From an optimization exercise on the open Yosys and OpenROAD flow, aimed at small area and a short achievable clock period; shortcuts taken in it are not production practice.
Function was checked by simulation only, so behaviour that the tests miss may differ from the original.
Power figures rest on the tool's default switching activity, not on a simulated workload.

===== design/flow/config.mk =====
export PLATFORM = sky130hd
export DESIGN_NAME = dataPath
export DESIGN_NICKNAME = dataPath
export VERILOG_FILES = /design/flow/design.v
export SDC_FILE = /design/flow/constraint.sdc
export NUM_CORES = 4
export LEC_CHECK = 0
export CAP_MARGIN = 5
export CORE_MARGIN = 2
export CORE_UTILIZATION = 50
export CTS_CLUSTER_DIAMETER = 70
export CTS_CLUSTER_SIZE = 32
export SLEW_MARGIN = 5
export SYNTH_HIERARCHICAL = 1
export SYNTH_MINIMUM_KEEP_SIZE = 0

===== design/flow/constraint.sdc =====
create_clock -name core_clock -period 28.0 [get_ports {clk}]
set_input_delay 5.6000 -clock core_clock [delete_from_list [all_inputs] [get_ports {clk}]]
set_output_delay 5.6000 -clock core_clock [all_outputs]
set_load 0.01 [all_outputs]

===== design/flow/design.v =====
module dataPath (
  input  logic [13:0] instruction,
  input  logic        clk,
  input  logic        rst,
  output logic        flag_zero,
  output logic        flag_negative,
  output logic        flag_carry,
  output logic        flag_overflow
);
  logic [1:0] op;
  logic [3:0] wa, ra1, ra2;
  assign op  = instruction[13:12];
  assign wa  = instruction[11:8];
  assign ra1 = instruction[7:4];
  assign ra2 = instruction[3:0];
  logic [31:0] R [0:15];
  logic [31:0] a, b;           
  logic [15:0] s1, s2, we;
  always_comb begin
    for (int j = 0; j < 16; j++) begin
      s1[j] = ~rst & (ra1 == 4'(j));
      s2[j] = ~rst & (ra2 == 4'(j));
      we[j] =  rst | (wa  == 4'(j));
    end
  end
  logic [31:0] rd1_n, rd2_n;
  logic [511:0] R_flat;
  always_comb
    for (int j = 0; j < 16; j++) R_flat[32*j +: 32] = R[j];
  read_sel u_rs1 (.s(s1), .Rf(R_flat), .q(rd1_n));
  read_sel u_rs2 (.s(s2), .Rf(R_flat), .q(rd2_n));
  always_ff @(posedge clk) begin
    a <= rd1_n;
    b <= rd2_n;
  end
  logic [31:0] p, g, o;
  assign p = a ^ b;
  assign g = a & b;
  assign o = a | b;
  logic [32:0] ca_b, cs_b;
  always_comb begin
    ca_b[0] = 1'b0; cs_b[0] = 1'b1;
    for (int i = 0; i < 32; i++) begin
      ca_b[i+1] = p[i] ? ca_b[i] : a[i];
      cs_b[i+1] = p[i] ? a[i] : cs_b[i];
    end
  end
  logic [31:0] sa, ss;
  assign sa = p ^ ca_b[31:0];
  assign ss = ~p ^ cs_b[31:0];
  logic z_add, z_sub, z_and, z_or;
  assign z_add = ~|sa;
  assign z_sub = ~|p;
  assign z_and = ~|g;
  assign z_or  = ~|o;
  logic [3:0] fz, fn;
  logic [1:0] fc, fv;
  assign fz = {z_or, z_and, z_sub, z_add};
  assign fn = {o[31], g[31], ss[31], sa[31]};
  assign fc = {cs_b[32], ca_b[32]};
  assign fv = {cs_b[32] ^ cs_b[31], ca_b[32] ^ ca_b[31]};
  flag_sel u_flag_sel (
    .op(op), .fz(fz), .fn(fn), .fc(fc), .fv(fv),
    .flag_zero(flag_zero), .flag_negative(flag_negative),
    .flag_carry(flag_carry), .flag_overflow(flag_overflow)
  );
  logic [3:0] os;     
  op_decode u_op_decode (.op(op), .rst(rst), .os(os));
  logic [31:0] wd_lo, wd_hi;    
  assign wd_lo = ({32{os[0]}} & sa) | ({32{os[1]}} & ss) |
                 ({32{os[2]}} & g)  | ({32{os[3]}} & o);
  assign wd_hi = wd_lo | {32{rst}};
  logic [15:0] wen;
  assign wen = ~we;
  logic [31:0] R_n [0:15];
  for (genvar r = 0; r < 16; r++) begin : g_row
    for (genvar k = 0; k < 32; k++) begin : g_bit
      if (k < 4 && r[k]) begin : g_hi
        hold_sel u_h (.we(we[r]), .wen(wen[r]), .d(wd_hi[k]), .q(R[r][k]), .y(R_n[r][k]));
      end else begin : g_lo
        hold_sel u_h (.we(we[r]), .wen(wen[r]), .d(wd_lo[k]), .q(R[r][k]), .y(R_n[r][k]));
      end
    end
  end
  always_ff @(posedge clk) begin
    for (int r = 0; r < 16; r++) R[r] <= R_n[r];
  end
endmodule
module flag_sel (
  input  logic [1:0] op,
  input  logic [3:0] fz,
  input  logic [3:0] fn,
  input  logic [1:0] fc,
  input  logic [1:0] fv,
  output logic       flag_zero,
  output logic       flag_negative,
  output logic       flag_carry,
  output logic       flag_overflow
);
  logic z_lo_n, z_hi_n, n_lo_n, n_hi_n, c_lo_n, v_lo_n;
  mux2_n u_z0 (.s(op[0]), .a(fz[0]), .b(fz[1]), .y(z_lo_n));
  mux2_n u_z1 (.s(op[0]), .a(fz[2]), .b(fz[3]), .y(z_hi_n));
  mux2_n u_z  (.s(op[1]), .a(z_lo_n), .b(z_hi_n), .y(flag_zero));
  mux2_n u_n0 (.s(op[0]), .a(fn[0]), .b(fn[1]), .y(n_lo_n));
  mux2_n u_n1 (.s(op[0]), .a(fn[2]), .b(fn[3]), .y(n_hi_n));
  mux2_n u_n  (.s(op[1]), .a(n_lo_n), .b(n_hi_n), .y(flag_negative));
  mux2_n u_c0 (.s(op[0]), .a(fc[0]), .b(fc[1]), .y(c_lo_n));
  mux2_n u_v0 (.s(op[0]), .a(fv[0]), .b(fv[1]), .y(v_lo_n));
  nor2_k u_c (.a(op[1]), .b(c_lo_n), .y(flag_carry));
  nor2_k u_v (.a(op[1]), .b(v_lo_n), .y(flag_overflow));
endmodule
module mux2_n (input logic s, a, b, output logic y);
  assign y = ~(s ? b : a);
endmodule
module nor2_k (input logic a, b, output logic y);
  assign y = ~(a | b);
endmodule
module op_decode (
  input  logic [1:0] op,
  input  logic       rst,
  output logic [3:0] os
);
  assign os[0] = ~rst & (op == 2'd0);
  assign os[1] = ~rst & (op == 2'd1);
  assign os[2] = ~rst & (op == 2'd2);
  assign os[3] = ~rst & (op == 2'd3);
endmodule
module read_sel (
  input  logic [15:0] s,
  input  logic [511:0] Rf,
  output logic [31:0] q
);
  for (genvar k = 0; k < 32; k++) begin : g_bit
    logic [5:0] n;
    aoi222 u0 (.a1(s[0]),  .a2(Rf[0*32+k]),  .b1(s[1]),  .b2(Rf[1*32+k]),  .c1(s[2]),  .c2(Rf[2*32+k]),  .y(n[0]));
    aoi222 u1 (.a1(s[3]),  .a2(Rf[3*32+k]),  .b1(s[4]),  .b2(Rf[4*32+k]),  .c1(s[5]),  .c2(Rf[5*32+k]),  .y(n[1]));
    aoi222 u2 (.a1(s[6]),  .a2(Rf[6*32+k]),  .b1(s[7]),  .b2(Rf[7*32+k]),  .c1(s[8]),  .c2(Rf[8*32+k]),  .y(n[2]));
    aoi222 u3 (.a1(s[9]),  .a2(Rf[9*32+k]),  .b1(s[10]), .b2(Rf[10*32+k]), .c1(s[11]), .c2(Rf[11*32+k]), .y(n[3]));
    aoi222 u4 (.a1(s[12]), .a2(Rf[12*32+k]), .b1(s[13]), .b2(Rf[13*32+k]), .c1(s[14]), .c2(Rf[14*32+k]), .y(n[4]));
    nand2_k u5 (.a(s[15]), .b(Rf[15*32+k]), .y(n[5]));
    assign q[k] = ~&n;
  end
endmodule
module aoi222 (input logic a1, a2, b1, b2, c1, c2, output logic y);
  assign y = ~((a1 & a2) | (b1 & b2) | (c1 & c2));
endmodule
module nand2_k (input logic a, b, output logic y);
  assign y = ~(a & b);
endmodule
module hold_sel (input logic we, wen, d, q, output logic y);
  assign y = (we & d) | (wen & q);
endmodule

===== design/flow/flow/run.sh =====
#!/bin/bash
# Layout flow: the standard ORFS flow (standard.sh, synthesis unchanged)
# with these changes to how the layout is made:
#  - the port buffers that buffer_ports inserts on every input and output
#    are sky130_fd_sc_hd__buf_2 cells rather than the tool's default pick;
#  - clock tree synthesis uses larger sink clusters and no dummy loads;
#  - before global routing, flow/tighten.tcl runs one more setup repair
#    pass with a larger setup margin.
# Each tool's full output stays in orfs/logs/ (one log per step); make's
# output goes to standard.log in this folder.
set -euo pipefail
here=$(pwd)
export BUFFER_PORTS_ARGS="-buffer_cell sky130_fd_sc_hd__buf_2"
export CTS_ARGS="-sink_clustering_enable -repair_clock_nets -sink_clustering_size 32 -sink_clustering_max_diameter 70 -dont_use_dummy_load"
export PRE_GLOBAL_ROUTE_TCL="$here/flow/tighten.tcl"
bash standard.sh > standard.log 2>&1

===== design/flow/flow/tighten.tcl =====
# Sourced by ORFS's global_route step (PRE_GLOBAL_ROUTE_TCL) before global
# routing: one more setup repair pass on the placed, clock-tree-synthesized
# design, asking for extra slack on the input-to-output flag paths so the
# resizer sizes their few cells up. The SDC is unchanged.
estimate_parasitics -placement
repair_timing -setup -setup_margin 16.8 -match_cell_footprint -verbose
detailed_placement
check_placement -verbose
estimate_parasitics -placement
report_checks -path_delay max -format end -group_path_count 4

===== design/flow/standard.sh =====
#!/bin/bash
# synth_recipe.tcl (not shown) runs the flow's synth.tcl, then flattens the netlist and writes it again
# the make line also repeats each setting of config.mk as NAME=value (left out here)
make -C /OpenROAD-flow-scripts/flow DESIGN_CONFIG=/design/flow/config.mk WORK_HOME=/design/flow/orfs CLKGATE_MAP_FILE= SYNTH_SCRIPT=/design/flow/synth_recipe.tcl "${@:-finish}"

==> flow_metrics.env, run 1 <==
export IMPL_regArea_um2=11500
export IMPL_antenna_left=0
export IMPL_clk_latency_ns=0.67
export IMPL_die_y_um=228
export IMPL_p_seq_share_pct=47.1
export IMPL_synthesis_nets=2433
export IMPL_end_kind="output port"
export IMPL_vdd_ir_drop_worst_v=0.0000587
export IMPL_critical_path_class="primary input to output port"
export IMPL_avgSynthCellArea_um2=10.7
export IMPL_drt_iter0_drc=4459
export IMPL_slew_headroom_pct=10.3
export IMPL_layout_cells_non_filler=3109
export IMPL_cts_tree="built"
export IMPL_nFillCells=4395
export IMPL_ys_async_sr_fraction_pct=0
export IMPL_netlist_instances=2351
export IMPL_yosys_top_cells_count="dfxtp_1, a22o_1, a222oi_1"
export IMPL_die_x_um=228
export IMPL_drv_slew=0
export IMPL_synth_top_area_share_pct=45.8
export IMPL_dp_cells=3076
export IMPL_grt_usage_pct=37.8
export IMPL_yosysSeqAreaShare_pct=45.8
export IMPL_std_cell_rows=82
export IMPL_crit_required_ns=22.40
export IMPL_synth_most_common_cell="dfxtp_1"
export IMPL_cts_buffer_depth=3
export IMPL_whs_ns=0.501
export IMPL_grt_pass1_wl_mm=150
export IMPL_synth_cell_types=77
export IMPL_dp_hpwl_mm=60.7
export IMPL_p_int_mw=1.85
export IMPL_synth_area_top_cells="dfxtp_1, a22o_1, a222oi_1, ha_1, and4_1"
export IMPL_clockRootBuffer="clkbuf_16"
export IMPL_tightest_slew_ns=1.34
export IMPL_grt_max_degree=34
export IMPL_p_sw_mw=1.18
export IMPL_p_leak_nw=10.1
export IMPL_yosysWarningCount=10
export IMPL_synthToLayoutAreaGrowth_pct=9.46
export IMPL_fin_ws_ns=16.25
export IMPL_place_congestion=0.936
export IMPL_cp_data_arrival_time_ns=6.15
export IMPL_max_freq_mhz=85.1
export IMPL_powerDensity_nw_per_um2=110
export IMPL_vias=24070
export IMPL_drc=0
export IMPL_setup_violations=0
export IMPL_fp_dieArea_um2=52200
export IMPL_hold_class="flip-flop to flip-flop"
export IMPL_post_drt_wl_per_cell_um=33.3
export IMPL_cts_htree_levels=1
export IMPL_combPwrFrac_pct=37.6
export IMPL_start_util_pct=50.4
export IMPL_outcome="complete, no violations"
export IMPL_pwr_share_clk_pct=15.3
export IMPL_fin_crit_ns=11.75
export IMPL_antenna_found_initial=3
export IMPL_finClkSkew_ns=0.115
export IMPL_pre_cts_slack_ns=16.06
export IMPL_reg2regPathDepth=13
export IMPL_fin_crit_sh_pct=42.0
export IMPL_wl_mm=104
export IMPL_overflow=0
export IMPL_via_per_inst=7.74
export IMPL_io_pins=20
export IMPL_hold_depth=1
export IMPL_switching_share_pct=38.9
export IMPL_drive_gt1_share_pct=8.58
export IMPL_synth_edf_count=0
export IMPL_grt_pass1_vias=23122
export IMPL_setup_tns_ns=0
export IMPL_netlist_area_um2=25200
export IMPL_hold_violations=0
export IMPL_multi_input_area_um2=13400
export IMPL_clock_sinks=576
export IMPL_drtPass1Iterations=9
export IMPL_placed_cell_area_um2=26800
export IMPL_crit_fanout=7
export IMPL_fp_coreArea_um2=50000
export IMPL_io_buffers=19
export IMPL_layout_nets=2520
export IMPL_synth_ff_type="dfxtp_1"
export IMPL_clkTransAtPathRegs_ns=0.08
export IMPL_maxCapViolCount=0
export IMPL_rsz0062_at_grt="true"
export IMPL_cts_inserted_buffers=31
export IMPL_start_kind="primary input"
export IMPL_ys_seq_elements=576
export IMPL_yosys_area_top_type="dfxtp_1"
export IMPL_fin_area_um2=27600
==> registers in the layout, indices dropped and copies added (netlist names) <==
name,cells
R,512
b,32
a,32
==> final timing paths <==
check | from | end | slack (ns)
worst max register to register | a[3] | R[5][31] | 23.42
worst min-delay path | R[13][24] | R[13][24] | 0.50
worst max-delay path | instruction[12] | flag_zero | 16.25
worst min register to register | R[13][24] | R[13][24] | 0.50
==> metal layers <==
layer	up-vias	share of wire, %	GRT usage, %
met4	2	4.2	15.8
met3	333	15	12.8
met5	-	0.013	0
met2	1830	42	56.1
met1	11756	39	50.1
li1	10149	-	-
==> through the flow <==
stage                     total power [mW]  utilization [%]
final                                 3.03             55.2
after global routing                  3.18             55.2
after CTS                             2.98             55.1
after detailed placement              2.53             53.6
after global placement                2.49             53.6
after floorplan                       2.16                -
==> power by group through the flow <==
| stage | registers (mW) | clock network [mW] | logic (mW) |
|---|---|---|---|
| after floorplan | 1.36 | 0 | 0.804 |
| after global placement | 1.41 | 0 | 1.08 |
| after detailed placement | 1.42 | 0 | 1.11 |
| after CTS | 1.41 | 0.460 | 1.11 |
| after global routing | 1.46 | 0.491 | 1.22 |
| final | 1.43 | 0.462 | 1.14 |
==> final cells by class <==
class                           instances  area share [%]
Tap cell                              672            3.05
Clock buffer                           31            2.81
Inverter                               93            1.27
Antenna cell                            1         0.00907
Timing Repair Buffer                   97            2.53
Multi-Input combinational cell       1639            48.5
Sequential cell                       576            41.8
==> modules after synthesis (local to each module, per instance), excerpt <==
module,flops+latches,cell area [um^2]
mux2_n,0,10.0
nand2_k,0,3.75
read_sel,0,440
op_decode,0,30.0
dataPath,576,16300
hold_sel,0,8.76
aoi222,0,10.0
nor2_k,0,3.75
==> cells by family after synthesis <==
group,count (synthesis),share of synthesized area (%)
AOI/OAI and AO/OA,1033,36.0
xor gates and xnor gates,59,2.05
adders and majority gates,66,3.28
DFF,576,45.8
and+or+nand+nor,452,9.59
buffers and inverters,136,2.11
muxes,29,1.24
==> placed cells by master (no fill, tap or decap), types with 12 or more instances in the layout <==
cell and n:
a222oi_1 321, nor2b_1 15, o21ai_0 41, nor2_4 18
clkbuf_16 31, a21oi_1 42, inv_1 89, nor4_1 15
xor2_1 28, ha_1 66, xnor2_1 31, buf_4 79
nand2_1 137, nand4_1 12, nor3_1 12, dfxtp_1 576
nor2_1 39, mux2i_1 23, o21ai_1 19, a22o_1 512
and4_1 65, nand3_1 71, buf_2 17
==> timing repair <==
action / CTS / global route
gates resized for setup: 0 / 5
setup endpoints to repair: 0 / 4
hold buffers: 0 / 0
endpoints found under the hold margin: 0 / 0
buffers inserted: 0 / 1
==> worst max-delay path: stages <==
cell and delay [ns]:
buf_12 0.10, mux2i_1 0.21, mux2i_1 0.09, buf_2 0.14
==> run 2, diff against run 1 <==
--- a/design/flow/flow/run.sh
+++ b/design/flow/flow/run.sh
@@ -11,6 +11,6 @@
 set -euo pipefail
 here=$(pwd)
 export BUFFER_PORTS_ARGS="-buffer_cell sky130_fd_sc_hd__buf_2"
-export CTS_ARGS="-sink_clustering_enable -repair_clock_nets -sink_clustering_size 32 -sink_clustering_max_diameter 70 -dont_use_dummy_load"
+export CTS_ARGS="-sink_clustering_enable -repair_clock_nets -sink_clustering_size 36 -sink_clustering_max_diameter 60 -dont_use_dummy_load"
 export PRE_GLOBAL_ROUTE_TCL="$here/flow/tighten.tcl"
 bash standard.sh > standard.log 2>&1
--- a/design/flow/config.mk
+++ b/design/flow/config.mk
@@ -8,8 +8,8 @@
 export CAP_MARGIN = 5
 export CORE_MARGIN = 2
 export CORE_UTILIZATION = 50
-export CTS_CLUSTER_DIAMETER = 70
-export CTS_CLUSTER_SIZE = 32
+export CTS_CLUSTER_DIAMETER = 60
+export CTS_CLUSTER_SIZE = 36
 export SLEW_MARGIN = 5
 export SYNTH_HIERARCHICAL = 1
 export SYNTH_MINIMUM_KEEP_SIZE = 0
==> run 2 against run 1 <==
Flip-flop and latch count is the same. Sequential share of layout area shrank 0.26 points. Maximum frequency is essentially flat. Final cell count grew 0.23%. Non-clock buffer count is the same. Global-route usage grew 0.20 points. Critical path depth is the same. Synthesized cell count is the same. Highest routed layer unchanged.
==> flow_metrics.env, run 2 <==
export IMPL_outcome="complete, no violations"
export IMPL_p_leak_nw=10.2
export IMPL_setup_violations=0
export IMPL_finClkSkew_ns=0.101
export IMPL_place_congestion=0.936
export IMPL_io_buffers=19
export IMPL_slew_headroom_pct=12.0
export IMPL_routed_top_layer="met5"
export IMPL_clkTransAtPathRegs_ns=0.07
export IMPL_synth_ff_type="dfxtp_1"
export IMPL_cts_inserted_buffers=38
export IMPL_whs_ns=0.501
export IMPL_synth_cell_types=77
export IMPL_p_int_mw=1.89
export IMPL_cts_hold_buf=0
export IMPL_wl_met2_mm=43.6
export IMPL_crit_fanout=7
export IMPL_crit_required_ns=22.40
export IMPL_pre_cts_slack_ns=16.06
export IMPL_grt_max_degree=34
export IMPL_critPathSlowestCell="mux2i_1"
export IMPL_synth_area_top_cells="dfxtp_1, a22o_1, a222oi_1, ha_1, and4_1"
export IMPL_start_util_pct=50.4
export IMPL_fp_dieArea_um2=52200
export IMPL_synth_most_common_cell="dfxtp_1"
export IMPL_layout_nets=2527
export IMPL_fin_crit_ns=11.75
export IMPL_cts_tree="built"
export IMPL_grt_pass1_wl_mm=151
export IMPL_grt_usage_pct=38.0
export IMPL_clk_latency_ns=0.62
export IMPL_setup_tns_ns=0
export IMPL_fin_util_pct=55.6
export IMPL_crit_top_cell="mux2i_1"
export IMPL_synthesis_nets=2433
export IMPL_yosys_area_top_type="dfxtp_1"
export IMPL_slowest_delay_ns=0.21
export IMPL_end_kind="output port"
export IMPL_ys_async_sr_fraction_pct=0
export IMPL_reg_top3="R (512), a (32), b (32)"
export IMPL_wl_mm=104
export IMPL_netlist_area_um2=25200
export IMPL_yosysWarningCount=10
export IMPL_fin_crit_sh_pct=42.0
export IMPL_rrSetupSlack_ns=23.43
export IMPL_final_common_cell="dfxtp_1"
export IMPL_nFillCells=4357
export IMPL_io_pins=20
export IMPL_synthToLayoutAreaGrowth_pct=10.2
export IMPL_start_kind="primary input"
export IMPL_cts_htree_levels=2
export IMPL_antenna_found_initial=3
export IMPL_pwr_share_clk_pct=16.8
export IMPL_p_sw_mw=1.19
export IMPL_clockRootBuffer="clkbuf_16"
export IMPL_std_cell_rows=82
export IMPL_dr_wl_met3_mm=14.9
export IMPL_netlist_instances=2351
export IMPL_avgSynthCellArea_um2=10.7
export IMPL_drv_slew=0
export IMPL_cp_cell_sequence="buf_12, mux2i_1, mux2i_1, buf_2"
export IMPL_dp_hpwl_mm=60.7
export IMPL_grt_pass1_vias=23161
export IMPL_die_x_um=228
export IMPL_tightest_slew_ns=1.32
export IMPL_drtPass1Iterations=10
export IMPL_rsz0062_at_grt="true"
export IMPL_vdd_ir_drop_worst_v=0.0000517
export IMPL_power_total_mw=3.08
export IMPL_via_per_inst=7.73
export IMPL_yosysSeqAreaShare_pct=45.8
export IMPL_switching_share_pct=38.5
export IMPL_hold_class="flip-flop to flip-flop"
export IMPL_post_drt_wl_per_cell_um=33.4
export IMPL_ys_seq_elements=576
export IMPL_max_freq_mhz=85.1
export IMPL_die_y_um=228
export IMPL_yosys_top_cells_count="dfxtp_1, a22o_1, a222oi_1"
export IMPL_overflow=0
export IMPL_cts_buffer_depth=3
export IMPL_vias=24083
export IMPL_fp_coreArea_um2=50000
export IMPL_combPwrFrac_pct=37.0
export IMPL_drt_iter0_drc=4381
export IMPL_clock_sinks=576
export IMPL_fin_ws_ns=16.25
export IMPL_critical_path_class="primary input to output port"
export IMPL_largest_register="R"
export IMPL_cp_data_arrival_time_ns=6.15
export IMPL_synth_top_area_share_pct=45.8
export IMPL_layout_common_cells="dfxtp_1, a22o_1, a222oi_1"
export IMPL_drive_gt1_share_pct=8.84
export IMPL_hold_violations=0
export IMPL_largest_reg_flops=512
export IMPL_powerDensity_nw_per_um2=111
export IMPL_synth_edf_count=0
export IMPL_drc=0
export IMPL_wl_met1_mm=40.9
export IMPL_antenna_left=0
export IMPL_p_seq_share_pct=46.3
export IMPL_maxCapViolCount=0
## run 2: cell families (layout without fill, tap and decap cells)
logic type	count (synthesis)	count (layout)	share of synthesized area [%]
AOI/OAI and AO/OA	1033	1033	36.0
DFF	576	576	45.8
xor gates and xnor gates	59	59	2.05
adders and majority gates	66	66	3.28
muxes	29	29	1.24
buffers and inverters	136	228	2.11
other	0	1	0
and+or+nand+nor	452	452	9.59
## run 2: area by class of cell
| cell class | instances | area [um^2] | share of cell area, % |
|---|---|---|---|
| multi-input combinational | 1639 | 13400 | 48.2 |
| sequential | 576 | 11500 | 41.5 |
| clock buffer | 38 | 951 | 3.43 |
| tap | 672 | 841 | 3.03 |
| timing repair buffer | 97 | 698 | 2.52 |
| inverter | 93 | 349 | 1.26 |
| antenna | 1 | 2.50 | 0.00902 |
## run 2: worst paths after layout
path,depth (start not counted),startpoint,to
max,4,instruction[12],flag_zero
min,1,R[13][8],R[13][8]
max reg2reg,13,a[3],R[1][31]
min reg2reg,1,R[13][8],R[13][8]
## run 2: critical path, delay by kind of cell
kind                   cells  cell delay (ns)
buffers and inverters      2             0.24
muxes                      2             0.30
## run 2: metal layers
layer	vias to the layer above	track usage, %
met5	-	0
met4	2	17.2
met3	345	12.4
met2	1810	56.3
met1	11777	50.2
li1	10149	-
## run 2: through the flow
| step | cells | area, um^2 |
|---|---|---|
| 2_1_floorplan | 2351 | 25200 |
| 3_3_place_gp | 3076 | 26800 |
| 3_5_place_dp | 3076 | 26800 |
| 4_1_cts | 3114 | 27700 |
| 5_1_grt | 3115 | 27800 |
| 6_report | 3116 | 27800 |
## run 2: power by group through the flow
stage / Combinational [mW] / Clock [mW] / Sequential (mW)
3_5_place_dp: 1.11 / 0 / 1.42
3_3_place_gp: 1.08 / 0 / 1.41
4_1_cts: 1.11 / 0.518 / 1.41
2_1_floorplan: 0.804 / 0 / 1.36
6_report: 1.14 / 0.517 / 1.43
5_1_grt: 1.22 / 0.546 / 1.46
## run 2: per-module statistics from Yosys, one instance, submodules excluded, excerpt
| module | cell area (um^2) | cells | times used | flops+latches |
|---|---|---|---|---|
| mux2_n | 10.0 | 1 | 8 | 0 |
| read_sel | 440 | 64 | 2 | 0 |
| op_decode | 30.0 | 4 | 1 | 0 |
| hold_sel | 8.76 | 1 | 512 | 0 |
| nor2_k | 3.75 | 1 | 2 | 0 |
| nand2_k | 3.75 | 1 | 64 | 0 |
| aoi222 | 10.0 | 1 | 320 | 0 |
| dataPath | 16300 | 1313 | 1 | 576 |
## run 2: repair_timing
action                                 in CTS  in global routing
setup buffers                               0                  1
setup endpoints to repair                   0                  4
endpoints found under the hold margin       0                  0
resized for setup                           0                  5
==> run 3, diff against run 2 <==
--- a/design/flow/flow/run.sh
+++ b/design/flow/flow/run.sh
@@ -11,6 +11,6 @@
 set -euo pipefail
 here=$(pwd)
 export BUFFER_PORTS_ARGS="-buffer_cell sky130_fd_sc_hd__buf_2"
-export CTS_ARGS="-sink_clustering_enable -repair_clock_nets -sink_clustering_size 36 -sink_clustering_max_diameter 60 -dont_use_dummy_load"
+export CTS_ARGS="-sink_clustering_enable -repair_clock_nets -sink_clustering_size 28 -sink_clustering_max_diameter 100 -dont_use_dummy_load"
 export PRE_GLOBAL_ROUTE_TCL="$here/flow/tighten.tcl"
 bash standard.sh > standard.log 2>&1
--- a/design/flow/config.mk
+++ b/design/flow/config.mk
@@ -8,8 +8,8 @@
 export CAP_MARGIN = 5
 export CORE_MARGIN = 2
 export CORE_UTILIZATION = 50
-export CTS_CLUSTER_DIAMETER = 60
-export CTS_CLUSTER_SIZE = 36
+export CTS_CLUSTER_DIAMETER = 100
+export CTS_CLUSTER_SIZE = 28
 export SLEW_MARGIN = 5
 export SYNTH_HIERARCHICAL = 1
 export SYNTH_MINIMUM_KEEP_SIZE = 0
==> run 3 against run 2 <==
Still clean on timing, DRC and antenna. Die area stayed put. Via count is 0.27% lower. Count of clock-buffer cells in the layout is 13 lower. Final cell count is 0.42% lower. Clock power is 19% lower. Sequential power hardly changed. Hold slack better by 0.0016 ns. Global-route usage is 0.17 points lower. Core utilization is 0.65 points lower. Flip-flop and latch count stayed put. Non-clock buffer count stayed put.
==> flow_metrics.env, run 3 <==
export IMPL_synth_area_top_cells="dfxtp_1, a22o_1, a222oi_1, ha_1, and4_1"
export IMPL_fp_dieArea_um2=52200
export IMPL_start_kind="primary input"
export IMPL_hold_violations=0
export IMPL_vias=24019
export IMPL_synth_edf_count=0
export IMPL_synthToLayoutAreaGrowth_pct=8.86
export IMPL_via_per_inst=7.74
export IMPL_drc=0
export IMPL_placed_cell_area_um2=26800
export IMPL_synthesis_nets=2433
export IMPL_end_kind="output port"
export IMPL_rrSetupSlack_ns=23.39
export IMPL_maxCapViolCount=0
export IMPL_yosys_area_top_type="dfxtp_1"
export IMPL_fin_area_um2=27400
export IMPL_critPathLaunch="instruction[12]"
export IMPL_dp_cells=3076
export IMPL_dp_hpwl_mm=60.7
export IMPL_synth_most_common_cell="dfxtp_1"
export IMPL_grt_pass1_vias=23077
export IMPL_synth_top_area_share_pct=45.8
export IMPL_synth_cell_types=77
export IMPL_clkTransAtPathRegs_ns=0.07
export IMPL_io_buffers=19
export IMPL_yosys_top_cells_count="dfxtp_1, a22o_1, a222oi_1"
export IMPL_reg_top3="R (512), a (32), b (32)"
export IMPL_slew_headroom_pct=11.5
export IMPL_cts_htree_levels=1
export IMPL_combPwrFrac_pct=38.2
export IMPL_hold_depth=1
export IMPL_reg2regPathDepth=13
export IMPL_worst_r2r_endpoint="R[9][31]"
export IMPL_layout_nets=2514
export IMPL_max_freq_mhz=85.1
export IMPL_fin_crit_ns=11.75
export IMPL_r2r_start="a[3]"
export IMPL_p_int_mw=1.81
export IMPL_finClkSkew_ns=0.0827
export IMPL_grt_usage_pct=37.8
export IMPL_tightest_slew_ns=1.32
export IMPL_antenna_found_initial=4
export IMPL_die_x_um=228
export IMPL_drv_slew=0
export IMPL_yosysSeqAreaShare_pct=45.8
export IMPL_cts_inserted_buffers=25
export IMPL_vdd_ir_drop_worst_v=0.0000611
export IMPL_nFillCells=4393
export IMPL_setup_violations=0
export IMPL_powerDensity_nw_per_um2=109
export IMPL_cts_tree="built"
export IMPL_grt_pass1_wl_mm=151
export IMPL_start_util_pct=50.4
export IMPL_overflow=0
export IMPL_p_leak_nw=10.1
export IMPL_pwr_share_clk_pct=14.0
export IMPL_whs_ns=0.503
export IMPL_rsz0062_at_grt="true"
export IMPL_clk_latency_ns=0.62
export IMPL_yosysWarningCount=10
export IMPL_layout_cells_non_filler=3103
export IMPL_place_congestion=0.936
export IMPL_ys_seq_elements=576
export IMPL_setup_tns_ns=0
export IMPL_critical_path_class="primary input to output port"
export IMPL_avgSynthCellArea_um2=10.7
export IMPL_crit_fanout=7
export IMPL_cts_buffer_depth=3
export IMPL_largest_register="R"
export IMPL_drtPass1Iterations=13
export IMPL_synth_ff_type="dfxtp_1"
export IMPL_largest_reg_flops=512
export IMPL_outcome="complete, no violations"
export IMPL_wl_mm=104
export IMPL_cp_data_arrival_time_ns=6.15
export IMPL_die_y_um=228
export IMPL_clock_sinks=576
export IMPL_fp_coreArea_um2=50000
export IMPL_p_seq_share_pct=47.8
export IMPL_grt_max_degree=34
export IMPL_antenna_left=0
export IMPL_post_drt_wl_per_cell_um=33.4
export IMPL_clockRootBuffer="clkbuf_16"
export IMPL_layout_common_cells="dfxtp_1, a22o_1, a222oi_1"
export IMPL_crit_required_ns=22.40
export IMPL_cp_endpoint="flag_zero"
export IMPL_final_common_cell="dfxtp_1"
export IMPL_switching_share_pct=39.2
export IMPL_io_pins=20
export IMPL_fin_crit_sh_pct=42.0
export IMPL_hold_class="flip-flop to flip-flop"
export IMPL_netlist_area_um2=25200
export IMPL_ys_async_sr_fraction_pct=0
export IMPL_drive_gt1_share_pct=8.35
export IMPL_p_sw_mw=1.17
export IMPL_std_cell_rows=82
export IMPL_drt_iter0_drc=4644
export IMPL_netlist_instances=2351
run 3: changes by cell type in the layout (fill, tap and decap cells not counted):
cell / previous run / this run
clkbuf_16: 38 / 25
run 3: power groups by stage:
stage | sequential (mW) | clock, mW | combinational [mW]
after floorplan | 1.36 | 0 | 0.804
after global placement | 1.41 | 0 | 1.08
after detailed placement | 1.42 | 0 | 1.11
after CTS | 1.41 | 0.418 | 1.11
after global routing | 1.46 | 0.449 | 1.22
final | 1.42 | 0.418 | 1.14
run 3: worst max-delay path, cell delays in order:
cell and delay [ns]:
buf_12 0.10, mux2i_1 0.21, mux2i_1 0.09, buf_2 0.14
run 3: what timing repair did:
action	CTS	global route
hold buffers	0	0
resized for setup	0	5
buffers inserted	0	1
endpoints found under the setup margin	0	4
run 3: final cells by class:
cell class | instances | area, um^2 | area share (%)
clock buffers | 25 | 626 | 2.28
inverters | 93 | 349 | 1.27
flip-flops and latches | 576 | 11500 | 42.0
diodes | 1 | 2.50 | 0.00912
multi-input cells | 1639 | 13400 | 48.8
well taps | 672 | 841 | 3.06
repair buffers | 97 | 698 | 2.55
run 3: kinds of logic (layout without fill, tap and decap cells):
kind of cell | Yosys count | after routing | synth area share [%]
xor+xnor | 59 | 59 | 2.05
flops | 576 | 576 | 45.8
other cells | 0 | 1 | 0
fa+ha+maj | 66 | 66 | 3.28
simple gates | 452 | 452 | 9.59
mux | 29 | 29 | 1.24
compound gates | 1033 | 1033 | 36.0
buf+inv | 136 | 215 | 2.11
run 3: worst min-delay path by stage:
| stage | start | endpoint | slack (ns) |
|---|---|---|---|
| floorplan | R[0][0] | R[0][0] | 0.46 |
| global placement | R[3][0] | R[3][0] | 0.47 |
| detailed placement | R[9][3] | R[9][3] | 0.48 |
| CTS | R[13][12] | R[13][12] | 0.50 |
| global route | R[15][6] | R[15][6] | 0.52 |
| finish | R[7][12] | R[7][12] | 0.50 |
run 3: per-module statistics from Yosys, one instance, submodules excluded, a selection:
module	flops+latches	area (um^2)
nand2_k	0	3.75
dataPath	576	16300
mux2_n	0	10.0
op_decode	0	30.0
nor2_k	0	3.75
aoi222	0	10.0
hold_sel	0	8.76
read_sel	0	440
run 3: through the flow:
stage	utilization [%]	setup WS, ns	total power, mW
2_1_floorplan	-	16.48	2.16
3_3_place_gp	53.6	16.12	2.49
3_5_place_dp	53.6	16.06	2.53
4_1_cts	54.8	16.07	2.94
5_1_grt	54.9	16.18	3.13
6_report	54.9	16.25	2.98
run 3: metal layers:
layer	up-vias	wire length [um]	global-route usage, %
li1	10128	-	-
met1	11768	41300	50.7
met2	1803	43400	56.3
met3	316	14600	11.6
met4	4	4280	15.9
met5	-	27	0

[re-timing with driven ports]
The results above use ideal ports. As a check the final layouts listed here were re-extracted and re-timed, cells and wires unchanged. Step 1, drivers: a clkbuf_16 drives clk and a buf_2 each remaining input, both assumed. Step 2 times the ports against the registers' clock, not the clock port: input delays grow and output delays shrink by t, the midpoint of the rising clock arrivals with the driver on. Three values: ideal ports, drivers, drivers and shift; two values: the first two.
run	shift t [ns]	setup slack, ns	worst setup path after step 2	worst slew at a driven data input, ns
run 1	0.681	16.249 / 16.183 / 16.183	input to output	0.06
run 2	0.631	16.250 / 16.184 / 16.184	input to output	0.06
run 3	0.639	16.248 / 16.182 / 16.182	input to output	0.06
After both steps setup and hold are still met in every run listed.
